What follows belongs to an exercise in optimizing a design on an open flow for small area; a production flow would make more cautious choices.
In this exercise RTL edits were held to simulation tests only and were not proved equivalent to the original.
Power figures rest on the tool's default switching activity, not on a simulated workload.

the previous run:
==> flow/design.v <==
`timescale 1ns / 1ps
module helper_bcd_to_7seg(
    input wire [3:0] bcd_in,
    output wire [6:0] seg_out
);
    wire A = bcd_in[3], B = bcd_in[2], C = bcd_in[1], D = bcd_in[0];
    wire a = A | C | (B & D) | (~B & ~D);
    wire b = ~B | (~C & ~D) | (C & D);
    wire c = B | ~C | D;
    wire d = A | (~B & ~D) | (~B & C) | (C & ~D) | (B & ~C & D);
    wire e = (~B & ~D) | (C & ~D);
    wire f = A | (~C & ~D) | (B & ~C) | (B & ~D);
    wire g = A | (~B & C) | (B & ~C) | (C & ~D);
    assign seg_out = ~{g, f, e, d, c, b, a};
endmodule
`timescale 1ns / 1ps
module seven_seg_display(
    input wire [1:0] digit_index,
    input wire [1:0] state,
    input wire neg,
    input wire [14:0] prod,       
    output wire [6:0] seg,
    output reg [3:0] an
);
    wire [2:0] k = {1'b0, digit_index} + 3'd2 - {1'b0, state};
    wire [7:0] v = k[2] | k[1] ? prod[14:7] : {1'b0, prod[6:0]};
    wire [3:0] tens, units;
    wire hund;
    bin_to_bcd conv (.m(v), .hu(hund), .t(tens), .u(units));
    wire [6:0] dseg;
    helper_bcd_to_7seg d5 (.bcd_in(k[2] ? {3'd0, hund} : k[0] ? tens : units), .seg_out(dseg));
    wire sign_digit = (digit_index == 2'd3);
    assign seg = sign_digit ? {~neg, 6'b111111} : dseg;
    always @(*) begin
        case (digit_index)
            2'd0: an = 4'b1110;
            2'd1: an = 4'b1101;
            2'd2: an = 4'b1011;
            default: an = 4'b0111;
        endcase
    end
endmodule
`timescale 1ns / 1ps
module bin_to_bcd(
    input [7:0] m,
    output hu,
    output [3:0] t, u
);
    wire [3:0] a1, a2, a3, a4, a5, a6;
    add3 s1 (.v({1'b0, m[7:5]}), .o(a1));
    add3 s2 (.v({a1[2:0], m[4]}), .o(a2));
    add3 s3 (.v({a2[2:0], m[3]}), .o(a3));
    add3 s4 (.v({a3[2:0], m[2]}), .o(a4));
    add3 s5 (.v({a4[2:0], m[1]}), .o(a5));
    add3 s6 (.v({a1[3], a2[3], a3[3], a4[3]}), .o(a6));
    assign u = {a5[2:0], m[0]};
    assign t = {a6[2:0], a5[3]};
    assign hu = a6[3];
endmodule
module add3(input [3:0] v, output [3:0] o);
    assign o[3] = v[3] | (v[2] & (v[1] | v[0]));
    assign o[2] = (v[3] & v[0]) | (v[2] & ~v[1] & ~v[0]);
    assign o[1] = (v[3] & ~v[0]) | (~v[2] & v[1]) | (v[1] & v[0]);
    assign o[0] = (v[3] & ~v[0]) | (~v[3] & ~v[2] & v[0]) | (v[2] & v[1] & ~v[0]);
endmodule
`timescale 1ns / 1ps
module serial_parallel_multiplier(
    input clk, rst,
    input start,
    input [7:0] x, y,
    output [14:0] prod,    
    output neg,
    output flag
);
    reg [3:0] cnt;
    reg [7:0] xr;      
    reg s;             
    reg [6:0] d0;
    reg [7:0] d1;
    wire idle = ~cnt[3] & ~cnt[1] & ~cnt[0];
    wire step = cnt[3] | cnt[1];
    wire cap = start && idle;
    assign flag = ~cnt[3] & cnt[2] & ~cnt[1];
    wire [3:0] cn;
    assign cn[0] = (~cnt[2] & cnt[1]) | (cnt[3] & ~cnt[0]);
    assign cn[1] = cnt[3] | (cnt[2] & cnt[1]);
    assign cn[2] = ~(cnt[1] | (~cnt[2] & ~cnt[0] & ~start));
    assign cn[3] = ~(cnt[0] | (~cnt[3] & ~cnt[1] & ~start));
    wire [7:0] ym = y[7] ? (~y + 1'b1) : y;
    wire ybit = d1[7];
    wire [6:0] xm = xr[6:0] ^ {7{xr[7]}};
    wire [8:0] t0 = {1'b0, d0, 1'b0} + (ybit ? {2'b0, xm} : 9'd0) + (ybit & xr[7]);
    wire [1:0] q0 = (t0 >= 9'd300) ? 2'd3 : (t0 >= 9'd200) ? 2'd2 : (t0 >= 9'd100) ? 2'd1 : 2'd0;
    wire [6:0] n0 = t0 - q0 * 7'd100;
    wire [7:0] n1 = {d1[6:0], 1'b0} + q0;
    always @(posedge clk or posedge rst) begin
        if (rst)
            cnt <= 0;
        else
            cnt <= cn;
    end
    always @(posedge clk) begin
        if (cap) begin
            xr <= x;
            s <= x[7] ^ y[7];
        end
        if (cap) begin
            d0 <= 0;
            d1 <= ym;
        end else if (step) begin
            d0 <= n0;
            d1 <= n1;
        end
    end
    assign prod = {d1, d0};
    assign neg = s & (|prod);
endmodule
`timescale 1ns / 1ps
module top_control_unit(
    input wire clk,
    input wire reset,
    input wire btnL,
    input wire btnR,
    input wire btnC,
    input wire [7:0] multiplicand,
    input wire [7:0] multiplier,
    output wire [6:0] seg,
    output wire [3:0] an,
    output led
);
    reg [1:0] a;
    reg [4:0] s;
    reg [1:0] digit_index;
    reg [1:0] h;                        
    wire [1:0] l = digit_index + a;     
    wire wrap = h[1] & (l == 2'd2);     
    wire f = s[4] ? (s[2] & (s[0] | s[3])) : ~s[2];
    always @(posedge clk or posedge reset) begin
        if (reset) begin
            a <= 0;
            s <= 0;
            digit_index <= 0;
            h <= 0;
        end else begin
            a <= a + 1'b1;
            s <= {s[3:0], f};
            if (wrap) begin
                h <= 2'b00;
                digit_index <= digit_index + 1'b1;
            end else if (l == 2'd3)
                h <= {h[0], ~h[0]};
        end
    end
    wire tick = (a == 2'd1) && (s == 5'b10000);
    wire left_pressed, right_pressed, start_pressed;
    pushbutton_detector pb_left  (.clk(clk), .reset(reset), .en(tick), .x(btnL), .z(left_pressed));
    pushbutton_detector pb_right (.clk(clk), .reset(reset), .en(tick), .x(btnR), .z(right_pressed));
    pushbutton_detector pb_center(.clk(clk), .reset(reset), .en(tick), .x(btnC), .z(start_pressed));
    wire [14:0] prod;
    wire neg;
    serial_parallel_multiplier spm (
        .clk(clk), .rst(reset), .start(start_pressed),
        .x(multiplicand), .y(multiplier),
        .prod(prod), .neg(neg), .flag(led)
    );
    reg [1:0] state;
    always @(posedge clk or posedge reset) begin
        if (reset)
            state <= 0;
        else if (tick) begin
            case (state)
                2'd0: if (right_pressed) state <= 1;
                2'd1: begin
                    if (right_pressed) state <= 2;
                    else if (left_pressed) state <= 0;
                end
                2'd2: if (left_pressed) state <= 1;
                default: state <= 0;
            endcase
        end
    end
    seven_seg_display display_unit (
        .digit_index(digit_index),
        .state(state),
        .neg(neg),
        .prod(prod),
        .seg(seg),
        .an(an)
    );
endmodule
module pushbutton_detector(
    input clk, reset, en, x,
    output z
);
    reg [3:0] st;
    wire [3:0] nx;
    assign nx[0] = (~st[0] & x) | (st[2] & x);
    assign nx[1] = (~st[3] & st[1]) | (st[2] & ~st[0] & x);
    assign nx[2] = (st[0] & x) | (st[2] & st[1] & x);
    assign nx[3] = st[1] & (st[3] | ~st[0]);
    assign z = st[3] & ~st[1];
    always @(posedge clk or posedge reset)
        if (reset) st <= 4'd0;
        else if (en) st <= nx;
endmodule
==> flow/config.mk <==
export PLATFORM = sky130hd
export DESIGN_NAME = top_control_unit
export DESIGN_NICKNAME = top_control_unit
export VERILOG_FILES = /design/flow/design.v
export SDC_FILE = /design/flow/constraint.sdc
export NUM_CORES = 4
export LEC_CHECK = 0
export ABC_AREA = 1
export CAP_MARGIN = 20
export CORE_MARGIN = 2
export CORE_UTILIZATION = 40
export SLEW_MARGIN = 20
==> flow/constraint.sdc <==
create_clock -name core_clock -period 30.0 [get_ports {clk}]
set_input_delay 6.0000 -clock core_clock [delete_from_list [all_inputs] [get_ports {clk}]]
set_output_delay 6.0000 -clock core_clock [all_outputs]
set_load 0.01 [all_outputs]
standard.sh (not shown) runs the stock make flow with config.mk's settings and CLKGATE_MAP_FILE= SYNTH_SCRIPT=/design/flow/synth_recipe.tcl, a recipe that flattens the netlist after the stock synthesis.
==> flow/flow/run.sh <==
#!/bin/bash
# Standard synthesis, then the combinational logic re-mapped for area with
# yosys/abc (registers untouched), then the standard layout with small port
# buffers and a lighter clock tree.
set -euo pipefail
W=$(pwd)
R=$W/orfs/results/sky130hd/top_control_unit/base
LIB=$FLOW_HOME/platforms/sky130hd/lib/sky130_fd_sc_hd__tt_025C_1v80.lib

bash standard.sh $R/1_2_yosys.v > synth.log 2>&1
cp $R/1_2_yosys.v synth_std.v
cp $LIB lib.lib
python3 flow/splitlib.py lib.lib comb.lib seq.lib > splitlib.log 2>&1
yosys -s flow/resyn.ys > resyn.log 2>&1
cp synth_resyn.v $R/1_2_yosys.v
rm -f lib.lib comb.lib seq.lib

bash standard.sh \
  "BUFFER_PORTS_ARGS=-buffer_cell sky130_fd_sc_hd__buf_1" \
  "CTS_ARGS=-sink_clustering_enable -repair_clock_nets -buf_list sky130_fd_sc_hd__clkbuf_8 -dont_use_dummy_load" \
  finish > layout.log 2>&1
Other scripts of this flow, unchanged in this note and not shown: flow/flow/resyn.abc, flow/flow/resyn.ys, flow/flow/splitlib.py
> inputs changed (the previous run -> the current run)
diff --git a/flow/design.v b/flow/design.v
--- a/flow/design.v
+++ b/flow/design.v
@@ -152,5 +152,5 @@
         end
     end
-    wire tick = (a == 2'd1) && (s == 5'b10000);
+    wire tick = (a == 2'd1) && s[4] && !s[3] && !s[1] && !s[0];
     wire left_pressed, right_pressed, start_pressed;
     pushbutton_detector pb_left  (.clk(clk), .reset(reset), .en(tick), .x(btnL), .z(left_pressed));
Notes after the runs:
Looking at worst setup margin across the current run and the previous run, the one that comes out lower is the current run.
From the previous run to the current run the numbers moved as follows: overall die width fell about 0.47%, number of stages on the worst setup path saw an increase, part of the total power dissipated in the clock network lower.
Power essentially unchanged between the previous run and the current run.
In the current run relative to the previous run, routed length on met2 had gone up by a little under 10%.
Share of the core filled with cells across the current run and the previous run: no real change.
On clock group total power, the current run and the previous run are basically level.
When the current run is set beside the previous run, its core area turns out to be 39 um^2 smaller.

Setup of birch:
top_control_unit, a different RTL version from the one above (not shown whole).
For scale: ~490 cells after synthesis, roughly 0.0035 mm^2 of cells after synthesis.
==> module pushbutton_detector, before the edit <==
module pushbutton_detector(
    input clk, reset, en, x,
    output z
);
    reg [3:0] st;
    wire [3:0] nx;
    assign nx[0] = (~st[0] & x) | (st[2] & x);
    assign nx[1] = (~st[3] & st[1]) | (st[2] & ~st[0] & x);
    assign nx[2] = (st[0] & x) | (st[2] & st[1] & x);
    assign nx[3] = st[1] & (st[3] | ~st[0]);
    assign z = st[3] & ~st[1];
    always @(posedge clk or posedge reset)
        if (reset) st <= 4'd0;
        else if (en) st <= nx;
endmodule
Settings: LEC_CHECK=0, ABC_AREA=1, CAP_MARGIN=20, CORE_MARGIN=2, CORE_UTILIZATION=40, SLEW_MARGIN=20; clock period 30.0 ns.
==> flow/flow/resyn.abc <==
strash
dch -f
map -a
strash
dch -f
map -a
strash
dch -f
map -a
topo
==> flow/flow/resyn.ys <==
# Re-map the combinational logic of the standard synthesis for area.
# Registers are read as black boxes, so they keep their cells and names.
read_liberty -lib seq.lib
read_liberty -ignore_miss_func comb.lib
read_verilog -defer synth_std.v
hierarchy -top top_control_unit
flatten
delete t:$scopeinfo
opt_clean
tee -o stat_before.txt stat
abc -liberty lib.lib -dont_use *probe* -dont_use *lpflow* -dont_use *clkbuf* -dont_use *clkinv* -dont_use *dly* -script flow/resyn.abc
opt_clean -purge
hilomap -singleton -hicell sky130_fd_sc_hd__conb_1 HI -locell sky130_fd_sc_hd__conb_1 LO
splitnets
opt_clean -purge
tee -o stat_after.txt stat -liberty lib.lib
write_verilog -noattr -nohex -nodec synth_resyn.v
==> flow/flow/splitlib.py <==
import re,sys,os
KEEPFA=os.environ.get('KEEPFA','0')=='1'
src=open(sys.argv[1]).read()
# find cell groups by brace matching
out_comb=[];out_seq=[]
i=0
m=re.search(r'\n\s*cell\s*\(',src)
header=src[:m.start()]
pos=m.start()
cells=[]
while True:
    m=re.compile(r'\n\s*cell\s*\(\s*"?([\w]+)"?\s*\)\s*\{').search(src,pos)
    if not m: break
    j=m.end(); depth=1
    while depth:
        c=src[j]
        if c=='{': depth+=1
        elif c=='}': depth-=1
        j+=1
    body=src[m.start():j]
    seq=bool(re.search(r'\n\s*(ff|latch|statetable|ff_bank)\s*\(',body)) or (KEEPFA and re.match(r'sky130_fd_sc_hd__(fa|ha)_\d',m.group(1)) is not None)
    cells.append((m.group(1),seq,body))
    pos=j
tail='\n}\n'
open(sys.argv[2],'w').write(header+''.join(b for n,s,b in cells if not s)+tail)
open(sys.argv[3],'w').write(header+''.join(b for n,s,b in cells if s)+tail)
print(len(cells), sum(s for n,s,b in cells))
Scripts as last shown in full above: flow/flow/run.sh
birch: done, clean on timing, DRC and antenna
For pine, these inputs were changed with respect to birch:
--- a/flow/design.v
+++ b/flow/design.v
@@ -189,15 +189,19 @@
 module pushbutton_detector(
     input clk, reset, en, x,
-    output z
-);
-    reg [3:0] st;
-    wire [3:0] nx;
-    assign nx[0] = (~st[0] & x) | (st[2] & x);
-    assign nx[1] = (~st[3] & st[1]) | (st[2] & ~st[0] & x);
-    assign nx[2] = (st[0] & x) | (st[2] & st[1] & x);
-    assign nx[3] = st[1] & (st[3] | ~st[0]);
-    assign z = st[3] & ~st[1];
-    always @(posedge clk or posedge reset)
-        if (reset) st <= 4'd0;
-        else if (en) st <= nx;
-endmodule
+    output reg z
+);
+    reg q1, q2, q3, meta, sig1, x_prev;
+    always @(posedge clk or posedge reset) begin
+        if (reset) begin
+            q1 <= 0; q2 <= 0; q3 <= 0;
+            meta <= 0; sig1 <= 0;
+            x_prev <= 0; z <= 0;
+        end else if (en) begin
+            q1 <= x; q2 <= q1; q3 <= q2;
+            meta <= q1 & q2 & q3;
+            sig1 <= meta;
+            z <= sig1 & ~x_prev;
+            x_prev <= sig1;
+        end
+    end
+endmodule
Notes after the runs:
pine completed; timing, DRC and antenna clean. Between pine and birch, area overhead of the layout relative to synthesis is lower for pine, birch comes in above that. Sort pine and birch by total number of sequential cells asc -> top: birch. pine gives more ratio of final minimum period to clock period than birch did. birch -> pine: number of logic stages on the critical path including buffering increased by a few percent. In the reports for pine and birch, the larger setup slack of the critical path after layout belongs to birch. The run showing the smaller shortest period the worst path allows is birch. When pine is set beside birch, its proportion of total power due to net switching turns out to be 0.29 points smaller. Against birch, the final cell area of pine is higher. birch → pine: met1 track utilization from global routing comparable; relative slew slack shrank by 6.4 points.

-- separate check: timing with driven ports --
Ports are ideal in the flow. The routed layouts listed here were re-timed in OpenROAD. Step 1: set_driving_cell puts a clkbuf_16 on clk and a buf_2 on each other input, an assumption about the parent block. Step 2 adds t to the input delays and takes it off the output delays; t is the mean of the earliest and latest rising clock arrival at the registers after step 1. Input paths then give back, and output paths get back, about the clock's delay inside the block. Slacks: ideal / step 1 / step 2; pairs: ideal / step 1.
run	t, ns	setup WS [ns]	slew at the worst register clock pin (ns)	worst slew at a driven data input, ns
the previous run	0.326	18.761 / 18.731 / 19.057	0.09 / 0.09	0.03
the current run	0.323	18.311 / 18.282 / 18.604	0.09 / 0.09	0.05
birch	0.347	19.459 / 19.429 / 19.776	0.07 / 0.07	0.03
pine	0.357	19.241 / 19.214 / 19.570	0.08 / 0.08	0.03
After both steps setup and hold are still met in every run listed.
